What follows belongs to an exercise in optimizing a design on an open flow for a short achievable clock period and few clock cycles; a production flow would make more cautious choices.
Function was checked by simulation only, so behaviour that the tests miss may differ from the original.

`design.v`:
```
module alu (
	input logic signed [31:0] a,
	input logic signed [31:0] b,
	input logic [4:0] shamt,
	input logic [3:0] op,
	output logic signed [31:0] result,
	output logic cout,
	output logic zero,
	output logic over,
	output logic neg
);
	assign zero = (result == 32'b0);
	assign neg = result[31];
	always_comb begin	
		result = 0;
		cout = 0;
		over = 0;
		case (op)
			4'b0000 : 
			begin
				{cout, result} = {1'b0, a} + {1'b0, b}; 				
				over = (~(a[31] ^ b[31])) & (a[31] ^ result[31]);
			end 
			4'b0001 : 
			begin 
				{cout, result} = {1'b0, a} - {1'b0, b}; 				
				over = (a[31] ^ b[31]) & (a[31] ^ result[31]);
			end
			4'b0010 : 
			 begin 
				result = b << shamt;
				if (shamt != 0) cout = b[32 - shamt];
			end
			4'b0011 : 
			begin 
				result = $unsigned(b) >> shamt;
				if (shamt != 0) cout = b[shamt - 1];
			end
			4'b0100 : 
			begin 
				result = b >>> shamt;
				if (shamt != 0) cout = b[shamt - 1];
			end	
			4'b0101 : result = a & b;   
			4'b0110 : result = a | b;  
			4'b0111 : result = a ^ b;  
			default : 
			begin
				result = 0;
				cout = 0;
				over = 0;
			end
		endcase
	end
endmodule 
module imm_signed(
    input logic [15:0] imm_val,
    input logic upbound,
    output logic signed [31:0] b_val
);
    always_comb begin
        if (upbound)
            b_val = {imm_val, 16'b0};             
        else 
            b_val = {{16{imm_val[15]}}, imm_val};   
    end
endmodule
module program_count(
	input logic clk,
	input logic clr,
	input logic ld,
	input logic [31:0] d,
	output logic [31:0] q
);
	always_ff @ (posedge clk) begin
		if (clr) q <= 0;
		else if (ld) q <= d;
	end
endmodule
module instr_reg(
    input logic clk,
    input logic clr_ir,
    input logic ld_ir,
    input logic [31:0] instr_data,
    output logic [31:0] IR
);
    always_ff @(posedge clk) begin
        if (clr_ir)
            IR <= 0;
        else if (ld_ir)
            IR <= instr_data;
    end
endmodule
module general_reg(
	input logic clk,
	input logic [3:0] dbg_addr,
	input logic up_reg_sel,
	input logic [4:0] rs_addr,
	input logic [4:0] rt_addr,
	input logic [4:0] rd_addr,
	input logic [31:0] data,
	input logic reg_we,
	output logic [15:0] dbg_data,
    output logic [31:0] rs_data,
    output logic [31:0] rt_data
);
    logic [31:0] Register [15:0];
	always_comb begin
	    if (up_reg_sel) dbg_data = (dbg_addr == 0) ? 0 : Register[dbg_addr][31:16];
	    else dbg_data = (dbg_addr == 0) ? 0 : Register[dbg_addr][15:0];
        rs_data = (rs_addr[3:0]==0) ? 0 : Register[rs_addr[3:0]];
        rt_data = (rt_addr[3:0]==0) ? 0 : Register[rt_addr[3:0]];
    end
    always_ff @ (posedge clk) begin
        if (reg_we && rd_addr[3:0] != 0)
            Register[rd_addr[3:0]] <= data; 
    end
endmodule
module multiplier_blk(
    input logic clk,
    input logic rst_n,
    input logic lo_hi,
    input logic valid_in,
    input logic signed [31:0] a,
    input logic signed [31:0] b,
    output logic signed [31:0] result,
    output logic valid_out
);
    logic signed [63:0] prod;
    logic lo_hi_q;
    typedef enum logic [1:0] {
        BUSY,
        DONE,
        IDLE
    }status_t;
    status_t status;
    always_ff @(posedge clk or negedge rst_n) begin
        if (!rst_n) begin
            status <= IDLE;
            prod <= 0;
            result <= 0;
            valid_out <= 0;
            lo_hi_q <= 0;
        end else begin 
            valid_out <= 0;
            if (valid_in && status != BUSY) begin
                prod <= a * b;
                lo_hi_q <= lo_hi;
                status <= BUSY;
            end else if (status == BUSY) begin
                if (lo_hi_q) result <= prod[31:0];
                else result <= prod[63:32];
                valid_out <= 1;
                status <= DONE;
            end else if (status == DONE) begin
                valid_out <= 0;
                status <= IDLE;
            end  
        end
    end
endmodule
module status_flag(
	input logic clk,
	input logic rst_n,
	input logic [3:0] clr_flag,
	input logic flag_en,
	input logic [3:0] flag_val,
	input logic mode,
	output logic [31:0] status_reg
);
	int i;
	logic [3:0] flag_stats;
	assign status_reg = {flag_stats, 27'b0, mode};
	always_ff @(posedge clk or negedge rst_n) begin
		if (!rst_n)
			flag_stats <= 0;
		else begin
			for (i = 0; i < 4; i = i + 1) begin
				if (clr_flag[i])
					flag_stats[i] <= 0;
				else if (flag_en) 
					flag_stats[i] <= flag_val[i];
			end
		end
	end
endmodule 
module datapath_multi (
    input logic clk,
    input logic rst_n,
    input logic mode,
    output logic [12:0] imem_addr,
    input logic [31:0] imem_rdata,
    output logic [12:0] dmem_addr,     
    output logic [31:0] dmem_wdata,
    output logic dmem_wen,  
    output logic dmem_en,
    input logic [31:0] dmem_rdata,
    input logic [4:0] rs_addr,
    input logic [4:0] rt_addr,
    input logic [4:0] rd_addr,
    input logic [15:0] imm_val,
    input logic upbound,
    input logic clr_pc,
    input logic ld_pc,
    input logic [1:0] pc_sel,  
    input logic clr_ir,
    input logic ld_ir,
    input logic ld_a,
    input logic ld_b,
    input logic ld_aluout,
    input logic ld_mdr,
    input logic alu_b_sel,  
    input logic use_slt,
    input logic [3:0] alu_op,
    input logic [4:0] shamt,
    input logic mul_valid_in,
    input logic lo_hi,
    input logic use_mul,  
    output logic mul_valid_out,
    input logic br_sel,  
    input logic mem_en_ctrl,
    input logic mem_wen_ctrl,  
    input logic [1:0] mem_size,
    input logic mem_unsigned,
    input logic reg_we,
    input logic [1:0] waddr_sel,  
    input logic [1:0] wdata_sel,  
    input logic [3:0] clr_flag,
    input logic flag_en,
    input logic up_reg_sel,
    input logic [3:0] dbg_reg_addr,
	output logic [15:0] dbg_reg_data,
    output logic [31:0] IR_dbg,
    output logic [31:0] PC_dbg,
    output logic [31:0] ALUOut_dbg,
    output logic [31:0] status_reg,
    output logic zero,
    output logic neg,
    output logic cout,
    output logic over
);
    logic [31:0] PC_q;
    logic [31:0] pc_d;
    logic [31:0] IR;
    logic signed [31:0] A_q;
    logic signed [31:0] B_q;
    logic signed [31:0] alu_result;
    logic [31:0] ALUOut;
    logic [31:0] register_mem;  
    assign PC_dbg = PC_q;
    assign IR_dbg = IR;
    assign ALUOut_dbg = ALUOut;
    assign imem_addr = PC_q[12:0];
    program_count PC0 (
        .clk (clk),
        .clr (clr_pc),
        .ld (ld_pc),
        .d (pc_d),
        .q (PC_q)
    );
    instr_reg IR0 (
        .clk (clk),
        .clr_ir (clr_ir),
        .ld_ir (ld_ir),
        .instr_data (imem_rdata),
        .IR (IR)
    );
    logic [25:0] jump_target26;
    assign jump_target26 = IR[25:0];
    logic signed [31:0] imm_ext;
    imm_signed IMM0 (
        .imm_val (imm_val),
        .upbound (upbound),
        .b_val (imm_ext)
    );
    logic [31:0] pc_plus4;
    assign pc_plus4 = PC_q + 4;
    logic [31:0] branch_target;
    assign branch_target = {14'b0, imm_val, 2'b00};
    logic [4:0] rs_s, rt_s, wa_s;
    assign rs_s = rs_addr[4:0];
    assign rt_s = rt_addr[4:0];
    localparam logic [4:0] LINK_REG = 5'd15;
    always_comb begin
        unique case (waddr_sel)
            2'd0: wa_s = rd_addr[4:0];
            2'd1: wa_s = rt_addr[4:0];
            2'd2: wa_s = LINK_REG;
            default: wa_s = rd_addr[4:0];
        endcase
    end
    logic [31:0] rs_data_u, rt_data_u;
    logic [31:0] rf_wdata;
    general_reg RF0 (
        .clk (clk),
        .dbg_addr(dbg_reg_addr),
	    .up_reg_sel(up_reg_sel),
        .rs_addr (rs_s),
        .rt_addr (rt_s),
        .rd_addr (wa_s),
        .data (rf_wdata),
        .reg_we (reg_we),
        .dbg_data(dbg_reg_data),
        .rs_data (rs_data_u),
        .rt_data (rt_data_u)
    );
    always_ff @(posedge clk or negedge rst_n) begin
        if (!rst_n) begin
            A_q <= 32'sd0;
            B_q <= 32'sd0;
        end else begin
            if (ld_a) A_q <= $signed(rs_data_u);
            if (ld_b) B_q <= $signed(rt_data_u);
        end
    end
    logic signed [31:0] alu_b_in;
    assign alu_b_in = (alu_b_sel) ? imm_ext : B_q;
    alu ALU0 (
        .a (A_q),
        .b (alu_b_in),
        .shamt (shamt),
        .op (alu_op),
        .result (alu_result),
        .cout (cout),
        .zero (zero),
        .over (over),
        .neg (neg)
    );
    logic signed [31:0] mul_result;
    multiplier_blk MUL0 (
        .clk (clk),
        .rst_n (rst_n),
        .lo_hi (lo_hi),
        .valid_in (mul_valid_in),
        .a (A_q),
        .b (B_q),
        .result (mul_result),
        .valid_out (mul_valid_out)
    );
    logic signed [31:0] exec_result;
    logic slt_bit;
    logic signed [31:0] alu_or_slt;
    always_comb begin
        slt_bit = (neg ^ over);
        alu_or_slt = use_slt ? $signed({31'b0, slt_bit}) : alu_result;
        exec_result = use_mul ? mul_result : alu_or_slt;
    end
    always_ff @(posedge clk or negedge rst_n) begin
        if (!rst_n) ALUOut <= 32'd0;
        else if (ld_aluout) ALUOut <= exec_result;
    end
    always_ff @(posedge clk or negedge rst_n) begin
        if (!rst_n) register_mem <= 32'd0;
        else if (ld_mdr) register_mem <= dmem_rdata;
    end
    assign dmem_en = mem_en_ctrl;
    assign dmem_wen = mem_wen_ctrl;
    assign dmem_addr = ALUOut[12:0];
    logic [1:0] byte_off;
    logic half_sel;
    assign byte_off = ALUOut[1:0];
    assign half_sel = ALUOut[1];
    logic signed [7:0] load_b;
    logic signed [15:0] load_h;
    logic signed [31:0] load_data;
    always_comb begin
        load_b = register_mem[7:0];
        load_h = register_mem[15:0];
        case (byte_off)
            2'b00: load_b = register_mem[7:0];
            2'b01: load_b = register_mem[15:8];
            2'b10: load_b = register_mem[23:16];
            2'b11: load_b = register_mem[31:24];
            default: load_b = register_mem[7:0];
        endcase
        load_h = half_sel ? register_mem[31:16] : register_mem[15:0];
        unique case (mem_size)
            2'b00: load_data = mem_unsigned ? {24'b0, $unsigned(load_b)} : {{24{load_b[7]}}, load_b};
            2'b01: load_data = mem_unsigned ? {16'b0, $unsigned(load_h)} : {{16{load_h[15]}}, load_h};
            2'b10: load_data = register_mem;
            default: load_data = register_mem;
        endcase
    end
    logic [31:0] store_word;
    always_comb begin
        store_word = B_q;
        unique case (mem_size)
            2'b10: store_word = B_q;
            2'b00: begin
                case (byte_off)
                    2'b00: store_word = {register_mem[31:8],  B_q[7:0]};
                    2'b01: store_word = {register_mem[31:16], B_q[7:0], register_mem[7:0]};
                    2'b10: store_word = {register_mem[31:24], B_q[7:0], register_mem[15:0]};
                    2'b11: store_word = {B_q[7:0], register_mem[23:0]};
                    default: store_word = {register_mem[31:8], B_q[7:0]};
                endcase
            end
            2'b01: begin
                store_word = half_sel ? {B_q[15:0], register_mem[15:0]} : {register_mem[31:16], B_q[15:0]};
            end
            default: store_word = B_q;
        endcase
    end
    assign dmem_wdata = store_word;
    status_flag SF0 (
        .clk (clk),
        .rst_n (rst_n),
        .clr_flag (clr_flag),
        .flag_en (flag_en),
        .flag_val ({neg, zero, cout, over}),
        .mode (mode),
        .status_reg (status_reg)
    );
    always_comb begin
        unique case (wdata_sel)
            2'd0: rf_wdata = ALUOut;
            2'd1: rf_wdata = load_data;
            2'd2: rf_wdata = pc_plus4;
            2'd3: rf_wdata = status_reg;
            default: rf_wdata = ALUOut;
        endcase
    end
    logic take_branch;
    assign take_branch = br_sel ? zero : ~zero; 
    always_comb begin
        unique case (pc_sel)
            2'd0: pc_d = pc_plus4;
            2'd1: pc_d = take_branch ? branch_target : pc_plus4;
            2'd2: pc_d = $unsigned(A_q);
            2'd3: pc_d = {jump_target26, 2'b00};
            default: pc_d = pc_plus4;
        endcase
    end
endmodule
module control_unit_multi (
    input logic clk,
    input logic rst_n,
    input logic mode,
    input logic [31:0] IR,
    input logic zero,
    input logic over,
    input logic carry,
    input logic neg,
    input logic mul_valid_out,
    output logic [4:0] rs_addr,
    output logic [4:0] rt_addr,
    output logic [4:0] rd_addr,
    output logic [15:0]imm_val,
    output logic upbound,
    output logic clr_pc,
    output logic ld_pc,
    output logic [1:0] pc_sel,
    output logic clr_ir,
    output logic ld_ir,
    output logic ld_a,
    output logic ld_b,
    output logic ld_aluout,
    output logic ld_mdr,
    output logic alu_b_sel,
    output logic [3:0] alu_op,
    output logic use_slt,
    output logic [4:0] shamt,
    output logic mul_valid_in,
    output logic lo_hi,
    output logic use_mul,
    output logic br_sel,
    output logic mem_en_ctrl,
    output logic mem_wen_ctrl, 
    output logic [1:0] mem_size,
    output logic mem_unsigned,
    output logic reg_we,
    output logic [1:0] waddr_sel,
    output logic [1:0] wdata_sel,
    output logic [3:0] clr_flag,
    output logic flag_en
);
    logic [5:0] opcode, funct;
    logic [4:0] shamt_dec;
    assign opcode = IR[31:26];
    assign rs_addr = IR[25:21];
    assign rt_addr = IR[20:16];
    assign rd_addr = IR[15:11];
    assign shamt_dec = IR[10:6];
    assign funct = IR[5:0];
    assign imm_val = IR[15:0];
    localparam logic [5:0] OP_RTYPE = 6'b000000;
    localparam logic [5:0] OP_JMP = 6'b000001;
    localparam logic [5:0] OP_JAL = 6'b000011;
    localparam logic [5:0] OP_BEQ = 6'b000100;
    localparam logic [5:0] OP_BNE = 6'b000101;
    localparam logic [5:0] OP_LW = 6'b000110;
    localparam logic [5:0] OP_SW = 6'b000111;
    localparam logic [5:0] OP_LB = 6'b001000;
    localparam logic [5:0] OP_LBU = 6'b001001;
    localparam logic [5:0] OP_SB = 6'b001010;
    localparam logic [5:0] OP_LH = 6'b001011;
    localparam logic [5:0] OP_LHU = 6'b001100;
    localparam logic [5:0] OP_SH = 6'b001101;
    localparam logic [5:0] OP_LUI = 6'b001110;
    localparam logic [5:0] OP_SLTI = 6'b001111;
    localparam logic [5:0] OP_ADDI = 6'b010000;
    localparam logic [5:0] OP_ANDI = 6'b010001;
    localparam logic [5:0] OP_ORI = 6'b010010;
    localparam logic [5:0] OP_XORI = 6'b010011;
    localparam logic [5:0] FN_JR = 6'b000010;
    localparam logic [5:0] FN_SLT = 6'b001111;
    localparam logic [5:0] FN_ADD = 6'b010000;
    localparam logic [5:0] FN_AND = 6'b010001;
    localparam logic [5:0] FN_OR = 6'b010010;
    localparam logic [5:0] FN_XOR = 6'b010011;
    localparam logic [5:0] FN_SUB = 6'b010100;
    localparam logic [5:0] FN_SLL = 6'b010101;
    localparam logic [5:0] FN_SRL = 6'b010110;
    localparam logic [5:0] FN_SRA = 6'b010111;
    localparam logic [5:0] FN_MULLO = 6'b011000;
    localparam logic [5:0] FN_MULHI = 6'b011001;
    localparam logic [3:0] ALU_ADD = 4'b0000;
    localparam logic [3:0] ALU_SUB = 4'b0001;
    localparam logic [3:0] ALU_SLL = 4'b0010;
    localparam logic [3:0] ALU_SRL = 4'b0011;
    localparam logic [3:0] ALU_SRA = 4'b0100;
    localparam logic [3:0] ALU_AND = 4'b0101;
    localparam logic [3:0] ALU_OR = 4'b0110;
    localparam logic [3:0] ALU_XOR = 4'b0111;
    logic is_rtype, is_nop;
    logic is_jmp, is_jal, is_branch, is_beq, is_bne, is_jr;
    logic is_alu_imm;
    logic is_load, is_store, is_store_rmw;
    logic is_mul, is_mul_lo, is_mul_hi;
    logic is_slt, is_slti;
    assign is_rtype = (opcode == OP_RTYPE);
    assign is_nop = (IR == 32'd0);
    assign is_jmp = (opcode == OP_JMP);
    assign is_jal = (opcode == OP_JAL);
    assign is_beq = (opcode == OP_BEQ);
    assign is_bne = (opcode == OP_BNE);
    assign is_branch = is_beq | is_bne;
    assign is_jr = is_rtype && (funct == FN_JR);
    assign is_load = (opcode == OP_LW) | (opcode == OP_LB)  | (opcode == OP_LBU) | (opcode == OP_LH)  | (opcode == OP_LHU);
    assign is_store = (opcode == OP_SW) | (opcode == OP_SB)  | (opcode == OP_SH);
    assign is_store_rmw = (opcode == OP_SB) | (opcode == OP_SH);
    assign is_alu_imm = (opcode == OP_ADDI) | (opcode == OP_ANDI) | (opcode == OP_ORI) | (opcode == OP_XORI) | (opcode == OP_LUI) | (opcode == OP_SLTI);
    assign is_mul_lo = is_rtype && (funct == FN_MULLO);
    assign is_mul_hi = is_rtype && (funct == FN_MULHI);
    assign is_mul = is_mul_lo | is_mul_hi;
    assign is_slt = is_rtype && (funct == FN_SLT);
    assign is_slti = (opcode == OP_SLTI);
    assign upbound = (opcode == OP_LUI);
    always_comb begin
        mem_size = 2'b10;
        mem_unsigned = 1'b0;
        unique case (opcode)
            OP_LB: begin mem_size = 2'b00; mem_unsigned = 1'b0; end
            OP_LBU: begin mem_size = 2'b00; mem_unsigned = 1'b1; end
            OP_LH: begin mem_size = 2'b01; mem_unsigned = 1'b0; end
            OP_LHU: begin mem_size = 2'b01; mem_unsigned = 1'b1; end
            OP_LW: begin mem_size = 2'b10; mem_unsigned = 1'b0; end
            OP_SB: begin mem_size = 2'b00; end
            OP_SH: begin mem_size = 2'b01; end
            OP_SW: begin mem_size = 2'b10; end
            default: begin end
        endcase
    end
    typedef enum logic [4:0] {
        S_RESET,
        S_IF,
        S_ID,
        S_EX_R,
        S_EX_I,
        S_EX_ADDR,
        S_EX_BR,
        S_JUMP,
        S_MEM_RD1,
        S_MEM_RD2,
        S_WB_LD,
        S_MEM_WR,
        S_RMW_RD1,
        S_RMW_RD2,
        S_RMW_WR,
        S_MUL_START,
        S_MUL_WAIT1,
        S_MUL_CAP,
        S_WB_R
    } state_t;
    state_t state, state_n;
    always_ff @(posedge clk or negedge rst_n) begin
        if (!rst_n) state <= S_RESET;
        else state <= state_n;
    end
    always_comb begin
        clr_pc = 1'b0;
        ld_pc = 1'b0;
        pc_sel = 2'd0;
        clr_ir = 1'b0;
        ld_ir = 1'b0;
        ld_a = 1'b0;
        ld_b = 1'b0;
        ld_aluout = 1'b0;
        use_slt = 1'b0;
        ld_mdr = 1'b0;
        alu_b_sel = 1'b0;
        alu_op = ALU_ADD;
        shamt = 5'd0;
        mul_valid_in = 1'b0;
        lo_hi = 1'b0;
        use_mul = 1'b0;
        br_sel = 1'b0;
        mem_en_ctrl = 1'b0;
        mem_wen_ctrl = 1'b0;
        reg_we = 1'b0;
        waddr_sel = 2'd0;
        wdata_sel = 2'd0;
        clr_flag = 4'b0000;
        flag_en = 1'b0;
        state_n = state;
        unique case (state)
            S_RESET: begin
                clr_pc  = 1'b1;
                clr_ir  = 1'b1;
                state_n = S_IF;
            end
            S_IF: begin
                ld_ir   = 1'b1;
                state_n = S_ID;
            end
            S_ID: begin
                ld_a = 1'b1;
                ld_b = 1'b1;
                if (is_nop) begin
                    ld_pc = 1'b1;
                    pc_sel = 2'd0;
                    state_n = S_IF;                    
                end else if (is_jmp | is_jal) state_n = S_JUMP;
                else if (is_jr | is_branch) state_n = S_EX_BR;
                else if (is_load | is_store) state_n = S_EX_ADDR;
                else if (is_mul) state_n = S_MUL_START;
                else if (is_alu_imm) state_n = S_EX_I;
                else if (is_rtype) state_n = S_EX_R;
                else begin
                    ld_pc = 1'b1;
                    pc_sel = 2'd0;
                    state_n = S_IF;
                end
            end
            S_EX_R: begin
                alu_b_sel = 1'b0;
                shamt = shamt_dec;
                unique case (funct)
                    FN_ADD: alu_op = ALU_ADD;
                    FN_SUB: alu_op = ALU_SUB;
                    FN_AND: alu_op = ALU_AND;
                    FN_OR : alu_op = ALU_OR;
                    FN_XOR: alu_op = ALU_XOR;
                    FN_SLL: alu_op = ALU_SLL;
                    FN_SRL: alu_op = ALU_SRL;
                    FN_SRA: alu_op = ALU_SRA;
                    FN_SLT: begin
                        alu_op = ALU_SUB;
                        use_slt = 1'b1; 
                    end
                    default: alu_op = ALU_ADD;
                endcase
                use_mul = 1'b0;
                ld_aluout = 1'b1;
                if (!(funct == FN_SLT)) flag_en = 1'b1;
                state_n = S_WB_R;
            end
            S_EX_I: begin
                alu_b_sel = 1'b1;
                shamt = 5'd0;
                unique case (opcode)
                    OP_ADDI: alu_op = ALU_ADD;
                    OP_ANDI: alu_op = ALU_AND;
                    OP_ORI : alu_op = ALU_OR;
                    OP_XORI: alu_op = ALU_XOR;
                    OP_LUI : alu_op = ALU_ADD;
                    OP_SLTI: begin
                        alu_op = ALU_SUB;
                        use_slt = 1'b1;
                    end
                    default: alu_op = ALU_ADD;
                endcase
                use_mul = 1'b0;
                ld_aluout = 1'b1;
                if (opcode != OP_SLTI) flag_en = 1'b1;
                state_n = S_WB_R;
            end
            S_EX_BR: begin
                if (is_jr) begin
                    ld_pc = 1'b1;
                    pc_sel = 2'd2;
                    state_n = S_IF;
                end else begin
                    alu_b_sel = 1'b0;
                    alu_op = ALU_SUB;
                    br_sel = is_beq ? 1'b1 : 1'b0;
                    ld_pc = 1'b1;
                    pc_sel = 2'd1;
                    state_n = S_IF;
                end
            end
            S_JUMP: begin
                ld_pc = 1'b1;
                pc_sel = 2'd3;
                if (is_jal) begin
                    reg_we = 1'b1;
                    waddr_sel = 2'd2;  
                    wdata_sel = 2'd2;  
                end
                state_n = S_IF;
            end
            S_EX_ADDR: begin
                alu_b_sel = 1'b1;
                alu_op = ALU_ADD;
                use_mul = 1'b0;
                ld_aluout = 1'b1;
                if (is_load) state_n = S_MEM_RD1;
                else if (is_store) state_n = (is_store_rmw ? S_RMW_RD1 : S_MEM_WR);
                else state_n = S_IF;
            end
            S_MEM_RD1: begin
                mem_en_ctrl = 1'b1;
                mem_wen_ctrl = 1'b0;
                state_n = S_MEM_RD2;
            end
            S_MEM_RD2: begin
                ld_mdr = 1'b1;
                state_n = S_WB_LD;
            end
            S_WB_LD: begin
                reg_we = 1'b1;
                waddr_sel = 2'd1;  
                wdata_sel = 2'd1;  
                ld_pc = 1'b1;
                pc_sel = 2'd0;
                state_n = S_IF;
            end
            S_MEM_WR: begin
                mem_en_ctrl = 1'b1;
                mem_wen_ctrl = 1'b1;  
                ld_pc = 1'b1;
                pc_sel = 2'd0;
                state_n = S_IF;
            end
            S_RMW_RD1: begin
                mem_en_ctrl = 1'b1;
                mem_wen_ctrl = 1'b0;
                state_n = S_RMW_RD2;
            end
            S_RMW_RD2: begin
                ld_mdr = 1'b1;
                state_n = S_RMW_WR;
            end
            S_RMW_WR: begin
                mem_en_ctrl = 1'b1;
                mem_wen_ctrl = 1'b1;
                ld_pc = 1'b1;
                pc_sel = 2'd0;
                state_n = S_IF;
            end
            S_MUL_START: begin
                use_mul = 1'b1;
                mul_valid_in = 1'b1;
                lo_hi = is_mul_lo ? 1'b1 : 1'b0;
                state_n = S_MUL_WAIT1;
            end
            S_MUL_WAIT1: begin
                use_mul = 1'b1;
                lo_hi = is_mul_lo ? 1'b1 : 1'b0;
                state_n = S_MUL_CAP;
            end
            S_MUL_CAP: begin
                use_mul = 1'b1;
                lo_hi = is_mul_lo ? 1'b1 : 1'b0;
                ld_aluout = 1'b1;
                state_n = S_WB_R;
            end
            S_WB_R: begin
                reg_we = 1'b1;
                wdata_sel = 2'd0;
                if (is_alu_imm) waddr_sel = 2'd1;
                else waddr_sel = 2'd0;
                ld_pc = 1'b1;
                pc_sel = 2'd0;
                state_n = S_IF;
            end
            default: state_n = S_IF;
        endcase
    end
endmodule
module cpu_top (
    input logic clk,
    input logic rst_n,
    input logic mode,
    input logic [3:0] REG_addr_dbg,
    input logic reg_sel_dbg,
    output logic [12:0] imem_addr,
    input logic [31:0] imem_rdata,
    output logic [12:0] dmem_addr,
    output logic [31:0] dmem_wdata,
    output logic dmem_wen,
    output logic dmem_en,
    input logic [31:0] dmem_rdata,
    output logic [31:0] status_reg,
    output logic [15:0] REG_dbg
);
    logic [31:0] PC_dbg;
    logic [31:0] IR_dbg;
    logic [31:0] ALUOut_dbg;
    logic zero, over, carry, neg;
    logic mul_valid_out;
    logic [4:0] rs_addr, rt_addr, rd_addr;
    logic [15:0] imm_val;
    logic upbound;
    logic clr_pc, ld_pc;
    logic [1:0] pc_sel;
    logic clr_ir, ld_ir;
    logic ld_a, ld_b, ld_aluout, ld_mdr;
    logic alu_b_sel;
    logic [3:0] alu_op;
    logic use_slt;
    logic [4:0] shamt;
    logic mul_valid_in;
    logic lo_hi;
    logic use_mul;
    logic br_sel;
    logic mem_en_ctrl;
    logic mem_wen_ctrl;
    logic [1:0]  mem_size;
    logic mem_unsigned;
    logic reg_we;
    logic [1:0] waddr_sel;
    logic [1:0] wdata_sel;
    logic [3:0] clr_flag;
    logic flag_en;
    datapath_multi DP (
        .clk (clk),
        .rst_n (rst_n),
        .mode (mode),
        .imem_addr (imem_addr),
        .imem_rdata (imem_rdata),
        .dmem_addr (dmem_addr),
        .dmem_wdata (dmem_wdata),
        .dmem_wen (dmem_wen),
        .dmem_en (dmem_en),
        .dmem_rdata (dmem_rdata),
        .rs_addr (rs_addr),
        .rt_addr (rt_addr),
        .rd_addr (rd_addr),
        .imm_val (imm_val),
        .upbound (upbound),
        .clr_pc (clr_pc),
        .ld_pc (ld_pc),
        .pc_sel (pc_sel),
        .clr_ir (clr_ir),
        .ld_ir (ld_ir),
        .ld_a (ld_a),
        .ld_b (ld_b),
        .ld_aluout (ld_aluout),
        .ld_mdr (ld_mdr),
        .alu_b_sel (alu_b_sel),
        .use_slt (use_slt),
        .alu_op (alu_op),
        .shamt (shamt),
        .mul_valid_in (mul_valid_in),
        .lo_hi (lo_hi),
        .use_mul (use_mul),
        .mul_valid_out (mul_valid_out),
        .br_sel (br_sel),
        .mem_en_ctrl (mem_en_ctrl),
        .mem_wen_ctrl (mem_wen_ctrl),
        .mem_size (mem_size),
        .mem_unsigned (mem_unsigned),
        .reg_we (reg_we),
        .waddr_sel (waddr_sel),
        .wdata_sel (wdata_sel),
        .clr_flag (clr_flag),
        .flag_en (flag_en),
        .up_reg_sel(reg_sel_dbg),
        .dbg_reg_addr(REG_addr_dbg),
        .dbg_reg_data(REG_dbg),
        .IR_dbg (IR_dbg),
        .PC_dbg (PC_dbg),
        .ALUOut_dbg (ALUOut_dbg),
        .status_reg (status_reg),
        .zero (zero),
        .neg (neg),
        .cout (carry),
        .over (over)
    );
    control_unit_multi CU (
        .clk (clk),
        .rst_n (rst_n),
        .mode (mode),
        .IR (IR_dbg),
        .zero (zero),
        .over (over),
        .carry (carry),
        .neg (neg),
        .mul_valid_out (mul_valid_out),
        .rs_addr (rs_addr),
        .rt_addr (rt_addr),
        .rd_addr (rd_addr),
        .imm_val (imm_val),
        .upbound (upbound),
        .clr_pc (clr_pc),
        .ld_pc (ld_pc),
        .pc_sel (pc_sel),
        .clr_ir (clr_ir),
        .ld_ir (ld_ir),
        .ld_a (ld_a),
        .ld_b (ld_b), 
        .ld_aluout (ld_aluout),
        .ld_mdr (ld_mdr),
        .alu_b_sel (alu_b_sel),
        .alu_op (alu_op),
        .use_slt (use_slt),
        .shamt (shamt),
        .mul_valid_in (mul_valid_in),
        .lo_hi (lo_hi),
        .use_mul (use_mul),
        .br_sel (br_sel),
        .mem_en_ctrl (mem_en_ctrl),
        .mem_wen_ctrl (mem_wen_ctrl),
        .mem_size (mem_size),
        .mem_unsigned (mem_unsigned),
        .reg_we (reg_we),
        .waddr_sel (waddr_sel),
        .wdata_sel (wdata_sel),
        .clr_flag (clr_flag),
        .flag_en (flag_en)
    );
endmodule
```
`run.sh`:
```
#!/bin/bash
# synth_recipe.tcl (not shown) runs the flow's synth.tcl, then flattens the netlist and writes it again
# the make line also repeats each setting of config.mk as NAME=value (left out here)
make -C /OpenROAD-flow-scripts/flow DESIGN_CONFIG=/design/flow/config.mk WORK_HOME=/design/flow/orfs CLKGATE_MAP_FILE= SYNTH_SCRIPT=/design/flow/synth_recipe.tcl finish
```
`config.mk`:
```
export PLATFORM = sky130hd
export DESIGN_NAME = cpu_top
export DESIGN_NICKNAME = cpu_top
export VERILOG_FILES = /design/flow/design.v
export SDC_FILE = /design/flow/constraint.sdc
export NUM_CORES = 4
export LEC_CHECK = 0
export CAP_MARGIN = 20
export CORE_MARGIN = 2
export CORE_UTILIZATION = 40
export SLEW_MARGIN = 20
```
`constraint.sdc`:
```
create_clock -name core_clock -period 12.0 [get_ports {clk}]
set_input_delay 2.4000 -clock core_clock [delete_from_list [all_inputs] [get_ports {clk}]]
set_output_delay 2.4000 -clock core_clock [all_outputs]
set_load 0.01 [all_outputs]
```
==> notes.md <==
[worst max-delay path: stages, from the launching register on]
cell      delay (ns)
dfrtp_1         0.72
buf_4           0.36
nand2_1         0.19
inv_1           0.12
fa_1            0.39
inv_1           0.23
fa_1            0.56
fa_1            0.57
inv_1           0.07
fa_1            0.93
inv_1           0.42
fa_1            0.59
inv_1           0.06
fa_1            0.55
fa_1            0.43
fa_1            0.48
ha_1            0.36
a21o_1          0.21
a21o_1          0.18
a21o_1          0.21
or4b_2          0.62
a211oi_1        0.32
nor2_1          0.15
a21oi_1         0.27
o21ai_0         0.17
xnor2_1         0.19
o21ai_0         0.09
[cells by family after synthesis]
logic type      share of synthesized area (%)
fa+ha+maj                               28.07
flops                                   25.36
other cells                          0.004160
simple gates                            12.79
mux                                     13.37
compound gates                          10.90
buf+inv                                 8.122
xor+xnor                                1.381
[metal layers]
| layer | GRT usage, % | vias up | wire length [um] |
|---|---|---|---|
| li1 | - | 29880 | - |
| met1 | 41.32 | 37620 | 139600 |
| met2 | 49.99 | 4779 | 167600 |
| met3 | 7.382 | 1270 | 40150 |
| met4 | 22.84 | 26 | 32100 |
| met5 | 0 | - | 165 |
[how the worst max path moves through the flow]
stage,endpoint,slack (ns),cells past startpoint
2_1_floorplan,DP.MUL0.prod[57],3.50,27
3_3_place_gp,DP.MUL0.prod[63],2.55,26
3_5_place_dp,DP.MUL0.prod[63],2.44,24
4_1_cts,DP.MUL0.prod[63],2.32,24
5_1_grt,DP.MUL0.prod[61],1.86,26
6_report,DP.MUL0.prod[63],2.29,26
[layout by cell type (no fill, tap or decap), types with 37 or more instances in the layout]
master / n
inv_1: 1175
fa_1: 1084
nand2_1: 932
and2_1: 532
edfxtp_1: 512
nor2_1: 451
mux4_2: 396
o21ai_0: 368
a21oi_1: 347
ha_1: 288
buf_4: 254
mux2i_1: 242
dfrtp_1: 217
o22ai_1: 150
clkdlybuf4s50_1: 145
nand3_1: 110
nor3_1: 98
xnor2_1: 96
clkbuf_16: 96
a31oi_1: 73
dfxtp_1: 71
o211ai_1: 63
a21o_1: 61
mux2_2: 60
conb_1: 59
o221ai_1: 54
nor4_1: 49
a211oi_1: 44
a22oi_1: 43
xor2_1: 42
nand2b_1: 38
a221oi_1: 37
[metrics by stage]
stage	std cells	hold slack [ns]	cell area (um^2)
global route	11810	0.4767	98530
finish	11830	0.4434	98560
detailed placement	11640	0.4383	95120
CTS	11810	0.4463	98420
floorplan	8911	0.4311	90370
global placement	11630	0.4339	95070
[layout make-up]
cell class                 count  area share [%]
timing repair buffer         414           3.644
clock buffer                 116           2.625
antenna                       11         0.02793
multi-input combinational   6220           61.42
clock inverter                60          0.7287
inverter                    1185           4.513
tap                         2992           3.798
sequential                   827           23.24
==> metrics.yaml <==
clock_network:
  ctsHoldBuffers: 0
  path_clk_slew_ns: 0.07
  cts_max_path_buffers: 3
  cts_setup_buffers: 0
  cts_root_buffer: "clkbuf_16"
  ctsResizeCount: 0
  cts.sinks: 827
  clock_latency_ns: 0.78
  numCtsBuffers: 94
  tritoncts: "built"
  htreeDepth: 3
die:
  die_y_um: 478.7
  ioPinCount: 180
  die_w_um: 478.7
  start_util_pct: 40.16
  core_um2: 224500
  rows: 174
  fp.dieArea_um2: 229200
yosys:
  synth.avg_cell_area_um2: 10.18
  synth_edf_count: 512
  ys_seq_area_share_pct: 25.36
  async_reset_ff_share_pct: 28.54
  yosys_register_bits: 827
  yosysTopAreaCell: "fa_1"
  synth.area.top_cells: "fa_1 24%, edfxtp_1 17%, mux4_2 9.9%"
  synth_flop_cell: "edfxtp_1"
  yosysTopAreaCellShare_pct: 24.07
  yosysMostFrequentCell: "inv_1"
  synthTopCellsByCount: "1175 x inv_1, 1084 x fa_1, 934 x nand2_1, 532 x and2_1, 512 x edfxtp_1"
  yosys_warnings: 9
  syn_area_um2: 90150
  synth.distinct_cells: 113
  synthCells: 8853
min_path:
  worstHoldPathType: "reg -> reg"
  hold_start: "DP.IR0.IR[9]"
  holdPathEnd: "DP.IR0.IR[9]"
  hold_depth: 2
sta:
  finalCritPeriodShare_pct: 80.95
  rsz0062_at_grt: "no"
  slew_headroom_pct: 19.72
  layout_min_cycle_time_ns: 9.714
  setup_viol: 0
  setup_tns_ns: 0
  worst_pin_slew_ns: 1.204
  worst_slack_ns: 2.286
  finalMaxSlewViolations: 0
  finClkSkew_ns: 0.09018
  fmax_mhz: 102.9
  final_hold_viol_count: 0
worst_setup_path:
  rr_endpoint: "DP.MUL0.prod[63]"
  path_max_fanout: 17
  critPathCaptureType: "flop"
  critPathKind: "reg -> reg"
  start_kind: "flop"
  rrSetupSlack_ns: 2.29
  r2r_start: "DP.A_q[31]"
  critPathLaunch: "DP.A_q[31]"
  worst_ep_required_time_ns: 12.55
  ff2ff_path_depth: 26
  worstPathArrival_ns: 10.26
finish:
  final_util_pct: 43.91
  seqCellArea_um2: 22910
  syn_to_final_growth_pct: 9.327
  nNetsFinal: 10190
  nFillCells: 21140
  drive_above_1_share_pct: 11.55
  largest_reg_flops: 512
  multi_input_area_um2: 60530
status:
  status: "complete, no violations"
placement:
  gp_congestion: 1.052
  dp.final_hpwl_mm: 281.7
  io_buffers: 150
  dp_worst_setup_slack_ns: 2.442
grt:
  antenna_found_initial: 27
  grt_usage_pct: 32.75
  grt_max_degree: 126
  grt_overflow_total: 0
  first_global_vias: 75290
  grt_pass1_wl_mm: 542.5
detailed_routing:
  routedWlPerCell_um: 32.10
  route.detailed.drc: 0
  drt_wl_total_mm: 379.5
  first_pass_iters: 8
  vias: 73580
  ant_nets: 0
  drt-initial-drc-count: 9178
  via_per_inst: 6.223
job:
  cap_violations: 0
Testbench counts, summed over its fixed seeds: cycles 178,520.

-- what the ideal ports hide --
How much do the figures lean on ideal ports? The routed layout below was timed once more, with nothing changed but the port constraints. Step 1 (the two cells are an assumption about what drives the block):
set clk [get_ports {clk}]
set_driving_cell -lib_cell sky130_fd_sc_hd__clkbuf_16 $clk
set_driving_cell -lib_cell sky130_fd_sc_hd__buf_2 [delete_from_list [all_inputs] $clk]
Step 2, shift: input delay + t, output delay - t, t = (earliest + latest rising clock arrival at the registers) / 2. This alone moves slack from input paths to output paths. a / b / c = ideal ports / drivers / drivers and shift; a / b = the first two.
t, ns: 0.831
setup WS [ns]: 2.286 / 2.286 / 2.286
cell pins on the clock port's net: 1
After both steps setup and hold are still met in this run. The setup slack of this run moves by 0.000 ns with the drivers and by 0.000 ns with both steps.
